Source: an optimization exercise on an open RTL-to-GDS flow (aim: small area). Production flows keep margins and buffers that such runs may drop. Only simulation tests tie the RTL to the original design; equivalence was not proved.

==> try-delta <==
==> flow/design.v <==
module syncfifo_axis
    #(
    parameter DATA_WIDTH      = 32,
    parameter FIFO_DEPTH      = 8                
    )(
    input  logic                            s_aclk,
    input  logic                            s_aresetn,
    input  logic [DATA_WIDTH-1:0]           s_axis_tdata,
    input  logic                            s_axis_tvalid,
    output logic                            s_axis_tready,
    output logic [DATA_WIDTH-1:0]           m_axis_tdata,
    output logic                            m_axis_tvalid,
    input  logic                            m_axis_tready
    );
    localparam int ADDR_WIDTH   = $clog2(FIFO_DEPTH);
    logic [ADDR_WIDTH-1:0] cnt;
    logic write, read, pending;
    logic [DATA_WIDTH-1:0] bram [FIFO_DEPTH];
    assign pending       = (cnt != '0);
    assign s_axis_tready = (cnt != '1);
    assign write = s_axis_tvalid & s_axis_tready;
    assign read  = pending & (~m_axis_tvalid | m_axis_tready);
    logic [3:0] sel_lo, sel_hi;
    always_comb begin
        for (int i = 0; i < 4; i++) begin
            sel_lo[i] = (cnt[1:0] == i);
            sel_hi[i] = (cnt[ADDR_WIDTH-1:2] == i);
        end
        m_axis_tdata = '0;
        for (int i = 0; i < FIFO_DEPTH; i++)
            m_axis_tdata = m_axis_tdata | (bram[i] & {DATA_WIDTH{sel_lo[i % 4] & sel_hi[i / 4]}});
    end
    always_ff @(posedge s_aclk)
        if (write) begin
            bram[0] <= s_axis_tdata;
            for (int i = 1; i < FIFO_DEPTH; i++)
                bram[i] <= bram[i-1];
        end
    always_ff @(posedge s_aclk) begin
        if (~s_aresetn) begin
            m_axis_tvalid   <= '0;
            cnt             <= '0;
        end else begin
            if (write && !read)
                cnt         <= cnt + 1'b1;
            else if (read && !write)
                cnt         <= cnt - 1'b1;
            m_axis_tvalid   <= pending | (m_axis_tvalid & ~m_axis_tready);
        end
    end
endmodule
module uart #(
    parameter SYS_CLK     = 100,       
    parameter BAUDRATE    = 115200,    
    parameter FIFO_DEPTH  = 16,        
    parameter DBITS       = 8,         
    parameter PARITY    = "Odd",       
    parameter N_STOP_BITS = 1          
)(
    input   logic                               clk,
    input   logic                               rst_n,
    input   logic                               rx,
    output  logic                               tx,
    output  logic [DBITS-1:0]                   rx_axis_tdata,
    output  logic                               rx_axis_tvalid,
    input   logic                               rx_axis_tready,
    input   logic [DBITS-1:0]                   tx_axis_tdata,
    input   logic                               tx_axis_tvalid,
    output  logic                               tx_axis_tready,
    output  logic                               irq,
    output  logic [DBITS-1:0]                   debug_rx
);
    localparam int BAUDRATE_SCALE_VALUE = (SYS_CLK * 1000000 + BAUDRATE - 1) / BAUDRATE;
    localparam int SW = $clog2(BAUDRATE_SCALE_VALUE);
    localparam logic [SW-1:0] BAUD_MASK  = 10'b1010101010;
    localparam logic [SW-1:0] BAUD_FIRST = BAUD_MASK;
    localparam logic [SW-1:0] BAUD_LAST  = 10'b0110011001 ^ BAUD_MASK;
    logic [4:0] rx_run;
    logic       rx_low;
    always_ff @(posedge clk) begin
        rx_run <= rx ? 5'd0 : rx_run + 1'b1;
        rx_low <= ~rx & (rx_low | (&rx_run));
    end
    logic [SW-1:0] rx_baud;
    logic [3:0]    rx_ph;
    logic [DBITS-1:0] rx_shift_rg;
    logic rx_start, rx_end, rx_idle, rx_wr, rx_fifo_ready;
    assign rx_start = (rx_baud == BAUD_FIRST);
    assign rx_end   = (rx_baud == BAUD_LAST);
    assign rx_idle  = (rx_ph == 4'd6);
    always_ff @(posedge clk)
        if (!rst_n || rx_end || (rx_idle && rx_low))
            rx_baud <= BAUD_FIRST;
        else
            rx_baud <= {~rx_baud[SW-2:0], rx_baud[9] ^ rx_baud[6]};
    always_ff @(posedge clk)
        if (!rst_n || (rx_start && rx_ph == 4'd1))
            rx_ph <= 4'd6;
        else if (rx_start && (!rx_idle || rx_low))
            rx_ph <= rx_ph + 1'b1;
    always_ff @(posedge clk)
        if (rx_start && rx_ph[3])
            rx_shift_rg <= {~rx_low, rx_shift_rg[DBITS-1:1]};
    assign rx_wr = rx_start & (rx_ph == 4'd1);
    syncfifo_axis #(.DATA_WIDTH(DBITS), .FIFO_DEPTH(FIFO_DEPTH))
        rx_fifo (.s_aclk(clk),           .s_aresetn(rst_n),
                 .s_axis_tdata(rx_shift_rg),   .s_axis_tvalid(rx_wr),          .s_axis_tready(rx_fifo_ready),
                 .m_axis_tdata(rx_axis_tdata), .m_axis_tvalid(rx_axis_tvalid), .m_axis_tready(rx_axis_tready));
    assign debug_rx = rx_shift_rg;
    logic [SW-1:0] tx_baud;
    logic [3:0]    tx_ph;
    logic [DBITS-1:0] tx_byte, tx_fifo_tdata;
    logic tx_fifo_tvalid, tx_fifo_tready, tx_par;
    logic tx_start, tx_end, tx_idle, tx_hs;
    assign tx_start       = (tx_baud == BAUD_FIRST);
    assign tx_end         = (tx_baud == BAUD_LAST);
    assign tx_idle        = (tx_ph[3:1] == 3'b010);
    assign tx_fifo_tready = (tx_ph == 4'd5);
    assign tx_hs          = tx_fifo_tready & tx_fifo_tvalid;
    always_ff @(posedge clk)
        if (tx_end || tx_idle)
            tx_baud <= BAUD_FIRST;
        else
            tx_baud <= {~tx_baud[SW-2:0], tx_baud[9] ^ tx_baud[6]};
    always_ff @(posedge clk)
        if (!rst_n || (tx_start && tx_ph == 4'd1))
            tx_ph <= 4'd4;
        else if (tx_idle ? (!tx_ph[0] || tx_fifo_tvalid) : tx_start)
            tx_ph <= tx_ph + 1'b1;
    always_ff @(posedge clk)
        if (tx_hs)
            tx_byte <= tx_fifo_tdata;
    always_ff @(posedge clk)
        if (tx_idle)
            tx_par <= 1'b1;
        else if (tx_start && tx_ph[3])
            tx_par <= tx_par ^ tx_byte[tx_ph[2:0]];
    always_comb
        if (tx_ph[3])              tx = tx_byte[tx_ph[2:0]];
        else if (tx_ph == 4'd0)    tx = tx_par;
        else                       tx = (tx_ph != 4'd7);
    assign irq = tx_start & (tx_ph == 4'd1);
    syncfifo_axis #(.DATA_WIDTH(DBITS), .FIFO_DEPTH(FIFO_DEPTH))
        tx_fifo (.s_aclk(clk),      .s_aresetn(rst_n),
                 .s_axis_tdata(tx_axis_tdata), .s_axis_tvalid(tx_axis_tvalid), .s_axis_tready(tx_axis_tready),
                 .m_axis_tdata(tx_fifo_tdata), .m_axis_tvalid(tx_fifo_tvalid), .m_axis_tready(tx_fifo_tready));
endmodule
==> flow/flow/run.sh <==
#!/bin/bash
# The standard layout (standard.sh) with these changes:
#  - synthesis maps the combinational logic with an area-oriented abc script
#    (flow/my_synth.tcl, flow/area.abc); registers are as in the standard synthesis;
#  - the clock tree is built without dummy loads;
#  - the port buffers use the smallest buffer cell.
# make's output is in standard.log; each step's log is under orfs/logs.
set -e
export MY_ABC_SCRIPT=$PWD/flow/area.abc
export CTS_ARGS="-sink_clustering_enable -repair_clock_nets -dont_use_dummy_load -sink_clustering_size 20 -sink_clustering_max_diameter 60 -buf_list sky130_fd_sc_hd__clkbuf_8"
export BUFFER_PORTS_ARGS="-buffer_cell sky130_fd_sc_hd__buf_1"
sed "s#SYNTH_SCRIPT=[^ ]*#SYNTH_SCRIPT=$PWD/flow/my_synth.tcl#" standard.sh > my_standard.sh
grep -q "SYNTH_SCRIPT=$PWD/flow/my_synth.tcl" my_standard.sh
bash my_standard.sh > standard.log 2>&1
==> flow/flow/area.abc <==
strash
dch
amap -F 20 -A 20
strash
dch
amap -F 20 -A 20
topo
==> flow/flow/my_synth.tcl <==
# synth_recipe.tcl (the standard synthesis) with one change: yosys's abc pass,
# which maps the combinational logic, runs the area-oriented script area.abc.
# Registers are mapped before abc, so they are the standard synthesis's.
proc synth {args} { yosys synth -nofsm -noshare {*}$args }
proc abc {args} {
  set i [lsearch -exact $args -script]
  if {$i >= 0} { lset args [expr {$i + 1}] $::env(MY_ABC_SCRIPT) }
  yosys abc {*}$args
}
source $::env(SCRIPTS_DIR)/synth.tcl
# left out here: clear keep_hierarchy, flatten, clean up, hide names made inside functions, write 1_2_yosys.v
==> flow/standard.sh <==
#!/bin/bash
# synth_recipe.tcl (not shown) runs the flow's synth.tcl, then flattens the netlist and writes it again
# the make line also repeats each setting of config.mk as NAME=value (left out here)
make -C /OpenROAD-flow-scripts/flow DESIGN_CONFIG=/design/flow/config.mk WORK_HOME=/design/flow/orfs CLKGATE_MAP_FILE= SYNTH_SCRIPT=/design/flow/synth_recipe.tcl "${@:-finish}"
==> flow/config.mk <==
export PLATFORM = sky130hd
export DESIGN_NAME = uart
export DESIGN_NICKNAME = uart
export VERILOG_FILES = /design/flow/design.v
export SDC_FILE = /design/flow/constraint.sdc
export NUM_CORES = 4
export LEC_CHECK = 0
export CAP_MARGIN = 20
export CORE_MARGIN = 2
export CORE_UTILIZATION = 75
export CTS_BUF_LIST = sky130_fd_sc_hd__clkbuf_8
export CTS_CLUSTER_DIAMETER = 50
export CTS_CLUSTER_SIZE = 18
export SLEW_MARGIN = 20
==> flow/constraint.sdc <==
create_clock -name core_clock -period 10.0 [get_ports {clk}]
set_input_delay 2.0000 -clock core_clock [delete_from_list [all_inputs] [get_ports {clk}]]
set_output_delay 2.0000 -clock core_clock [all_outputs]
set_load 0.01 [all_outputs]
==> try-umber: changes against try-delta <==
==> flow/design.v, changed modules only <==
module syncfifo_axis
    #(
    parameter DATA_WIDTH      = 32,
    parameter FIFO_DEPTH      = 8                
    )(
    input  logic                            s_aclk,
    input  logic                            s_aresetn,
    input  logic [DATA_WIDTH-1:0]           s_axis_tdata,
    input  logic                            s_axis_tvalid,
    output logic                            s_axis_tready,
    output logic [DATA_WIDTH-1:0]           m_axis_tdata,
    output logic                            m_axis_tvalid,
    input  logic                            m_axis_tready
    );
    localparam int ADDR_WIDTH   = $clog2(FIFO_DEPTH);
    typedef logic [ADDR_WIDTH-1:0] addr_t;
    addr_t wraddr, hdaddr, hdnext;
    logic write, read, pending;
    logic [DATA_WIDTH-1:0] bram [FIFO_DEPTH];
    assign hdnext        = hdaddr + 1'b1;
    assign pending       = (wraddr != hdnext);
    assign s_axis_tready = (wraddr != hdaddr);
    assign write = s_axis_tvalid & s_axis_tready;
    assign read  = pending & (~m_axis_tvalid | m_axis_tready);
    assign m_axis_tdata = bram[hdaddr];
    always_ff @(posedge s_aclk)
        if (write)
            bram[wraddr] <= s_axis_tdata;
    always_ff @(posedge s_aclk) begin
        if (~s_aresetn) begin
            m_axis_tvalid   <= '0;
            wraddr          <= '0;
            hdaddr          <= '1;
        end else begin
            if (write)
                wraddr      <= wraddr + 1'b1;
            if (read)
                hdaddr      <= hdnext;
            m_axis_tvalid   <= pending | (m_axis_tvalid & ~m_axis_tready);
        end
    end
endmodule
module uart #(
    parameter SYS_CLK     = 100,       
    parameter BAUDRATE    = 115200,    
    parameter FIFO_DEPTH  = 16,        
    parameter DBITS       = 8,         
    parameter PARITY    = "Odd",       
    parameter N_STOP_BITS = 1          
)(
    input   logic                               clk,
    input   logic                               rst_n,
    input   logic                               rx,
    output  logic                               tx,
    output  logic [DBITS-1:0]                   rx_axis_tdata,
    output  logic                               rx_axis_tvalid,
    input   logic                               rx_axis_tready,
    input   logic [DBITS-1:0]                   tx_axis_tdata,
    input   logic                               tx_axis_tvalid,
    output  logic                               tx_axis_tready,
    output  logic                               irq,
    output  logic [DBITS-1:0]                   debug_rx
);
    localparam int BAUDRATE_SCALE_VALUE = (SYS_CLK * 1000000 + BAUDRATE - 1) / BAUDRATE;
    localparam int SW = $clog2(BAUDRATE_SCALE_VALUE);
    logic [4:0] rx_run;
    logic       rx_low;
    always_ff @(posedge clk) begin
        rx_run <= rx ? 5'd0 : rx_run + 1'b1;
        rx_low <= ~rx & (rx_low | (&rx_run));
    end
    logic [SW-1:0] rx_baud;
    logic [3:0]    rx_ph;
    logic [DBITS-1:0] rx_shift_rg;
    logic rx_start, rx_end, rx_idle, rx_wr, rx_fifo_ready;
    assign rx_start = (rx_baud == '0);
    assign rx_end   = (rx_baud == BAUDRATE_SCALE_VALUE);
    assign rx_idle  = (rx_ph == 4'd6);
    always_ff @(posedge clk)
        if (!rst_n || rx_end || (rx_idle && rx_low))
            rx_baud <= '0;
        else
            rx_baud <= rx_baud + 1'b1;
    always_ff @(posedge clk)
        if (!rst_n || (rx_start && rx_ph == 4'd1))
            rx_ph <= 4'd6;
        else if (rx_start && (!rx_idle || rx_low))
            rx_ph <= rx_ph + 1'b1;
    always_ff @(posedge clk)
        if (rx_start && rx_ph[3])
            rx_shift_rg <= {~rx_low, rx_shift_rg[DBITS-1:1]};
    assign rx_wr = rx_start & (rx_ph == 4'd1);
    syncfifo_axis #(.DATA_WIDTH(DBITS), .FIFO_DEPTH(FIFO_DEPTH))
        rx_fifo (.s_aclk(clk),           .s_aresetn(rst_n),
                 .s_axis_tdata(rx_shift_rg),   .s_axis_tvalid(rx_wr),          .s_axis_tready(rx_fifo_ready),
                 .m_axis_tdata(rx_axis_tdata), .m_axis_tvalid(rx_axis_tvalid), .m_axis_tready(rx_axis_tready));
    assign debug_rx = rx_shift_rg;
    logic [SW-1:0] tx_baud;
    logic [3:0]    tx_ph;
    logic [DBITS-1:0] tx_byte, tx_fifo_tdata;
    logic tx_fifo_tvalid, tx_fifo_tready, tx_par;
    logic tx_start, tx_end, tx_idle, tx_hs;
    assign tx_start       = (tx_baud == '0);
    assign tx_end         = (tx_baud == BAUDRATE_SCALE_VALUE);
    assign tx_idle        = (tx_ph[3:1] == 3'b010);
    assign tx_fifo_tready = (tx_ph == 4'd5);
    assign tx_hs          = tx_fifo_tready & tx_fifo_tvalid;
    always_ff @(posedge clk)
        if (!rst_n || tx_end || tx_idle)
            tx_baud <= '0;
        else
            tx_baud <= tx_baud + 1'b1;
    always_ff @(posedge clk)
        if (!rst_n || (tx_start && tx_ph == 4'd1))
            tx_ph <= 4'd4;
        else if (tx_idle ? (!tx_ph[0] || tx_fifo_tvalid) : tx_start)
            tx_ph <= tx_ph + 1'b1;
    always_ff @(posedge clk)
        if (tx_hs)
            tx_byte <= tx_fifo_tdata;
    always_ff @(posedge clk)
        if (tx_idle)
            tx_par <= 1'b1;
        else if (tx_start && tx_ph[3])
            tx_par <= tx_par ^ tx_byte[tx_ph[2:0]];
    always_comb
        if (tx_ph[3])              tx = tx_byte[tx_ph[2:0]];
        else if (tx_ph == 4'd0)    tx = tx_par;
        else                       tx = (tx_ph != 4'd7);
    assign irq = tx_start & (tx_ph == 4'd1);
    syncfifo_axis #(.DATA_WIDTH(DBITS), .FIFO_DEPTH(FIFO_DEPTH))
        tx_fifo (.s_aclk(clk),      .s_aresetn(rst_n),
                 .s_axis_tdata(tx_axis_tdata), .s_axis_tvalid(tx_axis_tvalid), .s_axis_tready(tx_axis_tready),
                 .m_axis_tdata(tx_fifo_tdata), .m_axis_tvalid(tx_fifo_tvalid), .m_axis_tready(tx_fifo_tready));
endmodule
==> flow/run.sh (new file) <==
#!/bin/bash
# synth_recipe.tcl (not shown) runs the flow's synth.tcl, then flattens the netlist and writes it again
# the make line also repeats each setting of config.mk as NAME=value (left out here)
make -C /OpenROAD-flow-scripts/flow DESIGN_CONFIG=/design/flow/config.mk WORK_HOME=/design/flow/orfs CLKGATE_MAP_FILE= SYNTH_SCRIPT=/design/flow/synth_recipe.tcl finish
CORE_UTILIZATION = 40   (was 75)
CTS_BUF_LIST = unset   (was sky130_fd_sc_hd__clkbuf_8)
CTS_CLUSTER_DIAMETER = unset   (was 50)
CTS_CLUSTER_SIZE = unset   (was 18)
removed: flow/flow/run.sh
removed: flow/flow/area.abc
removed: flow/flow/my_synth.tcl
removed: flow/standard.sh
==> try-sierra: changes against try-delta <==
--- a/flow/design.v
+++ b/flow/design.v
@@ -21,13 +21,8 @@
     assign write = s_axis_tvalid & s_axis_tready;
     assign read  = pending & (~m_axis_tvalid | m_axis_tready);
-    logic [3:0] sel_lo, sel_hi;
     always_comb begin
-        for (int i = 0; i < 4; i++) begin
-            sel_lo[i] = (cnt[1:0] == i);
-            sel_hi[i] = (cnt[ADDR_WIDTH-1:2] == i);
-        end
         m_axis_tdata = '0;
         for (int i = 0; i < FIFO_DEPTH; i++)
-            m_axis_tdata = m_axis_tdata | (bram[i] & {DATA_WIDTH{sel_lo[i % 4] & sel_hi[i / 4]}});
+            m_axis_tdata = m_axis_tdata | (bram[i] & {DATA_WIDTH{cnt == i}});
     end
     always_ff @(posedge s_aclk)
==> flow/flow/run.sh (replaced) <==
#!/bin/bash
# The standard layout (standard.sh) with two changes: the clock tree is built
# without dummy loads, and the port buffers use the smallest buffer cell.
export CTS_ARGS="-sink_clustering_enable -repair_clock_nets -dont_use_dummy_load -sink_clustering_size 32 -sink_clustering_max_diameter 70 -buf_list sky130_fd_sc_hd__clkbuf_16"
export BUFFER_PORTS_ARGS="-buffer_cell sky130_fd_sc_hd__buf_1"
bash standard.sh > standard.log 2>&1
CORE_UTILIZATION = 65   (was 75)
removed: flow/flow/area.abc
removed: flow/flow/my_synth.tcl
==> try-yarrow: changes against try-delta <==
--- a/flow/design.v
+++ b/flow/design.v
@@ -21,13 +21,8 @@
     assign write = s_axis_tvalid & s_axis_tready;
     assign read  = pending & (~m_axis_tvalid | m_axis_tready);
-    logic [3:0] sel_lo, sel_hi;
     always_comb begin
-        for (int i = 0; i < 4; i++) begin
-            sel_lo[i] = (cnt[1:0] == i);
-            sel_hi[i] = (cnt[ADDR_WIDTH-1:2] == i);
-        end
         m_axis_tdata = '0;
         for (int i = 0; i < FIFO_DEPTH; i++)
-            m_axis_tdata = m_axis_tdata | (bram[i] & {DATA_WIDTH{sel_lo[i % 4] & sel_hi[i / 4]}});
+            m_axis_tdata = m_axis_tdata | (bram[i] & {DATA_WIDTH{cnt == i}});
     end
     always_ff @(posedge s_aclk)
--- a/flow/flow/run.sh
+++ b/flow/flow/run.sh
@@ -8,5 +8,5 @@
 set -e
 export MY_ABC_SCRIPT=$PWD/flow/area.abc
-export CTS_ARGS="-sink_clustering_enable -repair_clock_nets -dont_use_dummy_load -sink_clustering_size 20 -sink_clustering_max_diameter 60 -buf_list sky130_fd_sc_hd__clkbuf_8"
+export CTS_ARGS="-sink_clustering_enable -repair_clock_nets -dont_use_dummy_load -sink_clustering_size 18 -sink_clustering_max_diameter 50 -buf_list sky130_fd_sc_hd__clkbuf_8"
 export BUFFER_PORTS_ARGS="-buffer_cell sky130_fd_sc_hd__buf_1"
 sed "s#SYNTH_SCRIPT=[^ ]*#SYNTH_SCRIPT=$PWD/flow/my_synth.tcl#" standard.sh > my_standard.sh
==> flow/flow/area.abc (replaced) <==
strash
dch
amap -F 20 -A 20
topo
CORE_UTILIZATION = 65   (was 75)
==> impl_metrics.toml <==
[status]
status = "finished clean"

[power]
power.switching_uw = 857

[layout]
final_nets = 831
syn2layout_area_growth_pct = 6.17
inverters = 16

[setup_path]
max_stage_delay_ns = 0.88

[yosys]
yosys.area_share.simple_pct = 6.98
synthCells = 782

[placed_design]
dp_hpwl_mm = 12.5
place_area_um2 = 12500

[timing]
tightest_slew_ns = 1.06

[detailed_routing]
met1_length_mm = 9.88

[global_route]
grt_start_max_net_pins = 92
the above is filed under try-sierra

==> impl_metrics.toml <==
[status]
status = "finished clean"

[placed_design]
place_area_um2 = 12100
dp_hpwl_mm = 13.6

[setup_path]
cp.arrival_ns = 3.59
worstSetupEndpointType = "primary output"
max_stage_delay_ns = 0.44

[yosys]
synthCells = 736
yosys.area.top_type_share_pct = 70.2

[global_route]
grt_start_max_net_pins = 89

[clocking]
clock_sinks = 317

[layout]
multi_input_area_share_pct = 18.7
final_nets = 833
inverters = 68

[detailed_routing]
met1_length_mm = 9.69
the above is filed under try-yarrow

==> impl_metrics.toml <==
[status]
status = "finished clean"

[layout]
inverters = 22
syn2layout_area_growth_pct = 13.4
buffers = 42

[placed_design]
dp_hpwl_mm = 15.6
place_area_um2 = 14400

[power]
power.switching_mw = 1.01

[timing]
tightest_slew_ns = 1.06
skew_ns = 0.0180

[setup_path]
cp.arrival_ns = 2.93

[yosys]
yosys.area_share.simple_pct = 7.67
synth_fp_nets = 822
synthCells = 785

[detailed_routing]
met1_length_mm = 11.9
the above is filed under try-umber

==> impl_metrics.toml <==
[power]
power.switching_uw = 824

[placed_design]
dp_hpwl_mm = 14.6

[layout]
inverters = 40
syn2layout_area_growth_pct = 6.12
final_nets = 781

[detailed_routing]
maxUsedRoutingLayer = "met4"

[yosys]
synthCells = 690

[status]
status = "finished clean"

[global_route]
grt_start_max_net_pins = 80
grt_pass1_vias = 6462

[timing]
tightest_slew_ns = 1.02
the above is filed under try-delta

afterwards: timing with drivers on the ports:
In the flow no input, the clock included, has a driving cell. The finished layouts below were timed again as built, in two steps. Step 1 sets driving cells, clkbuf_16 on the clock port and buf_2 on the other inputs (assumed; they add their load-dependent delay and slew). Step 2 also shifts input and output timing later by t, the mid clock arrival at the registers, as if the neighbouring blocks saw the same clock. a / b / c = ideal / step 1 / step 2; a / b = the first two.
| run | shift t [ns] | setup slack, ns | worst setup path at the end | clock arrival spread, ns | pins driven straight from the clock port |
|---|---|---|---|---|---|
| try-delta | 0.570 | 5.220 / 5.179 / 5.431 | input to register | 0.050 / 0.050 | 1 |
| try-umber | 0.550 | 5.070 / 5.021 / 5.571 | register to output | 0.018 / 0.019 | 1 |
| try-sierra | 0.526 | 5.003 / 4.956 / 5.482 | register to output | 0.068 / 0.068 | 1 |
| try-yarrow | 0.571 | 4.409 / 4.367 / 4.938 | register to output | 0.050 / 0.050 | 1 |
After both steps every run listed still meets setup and hold.
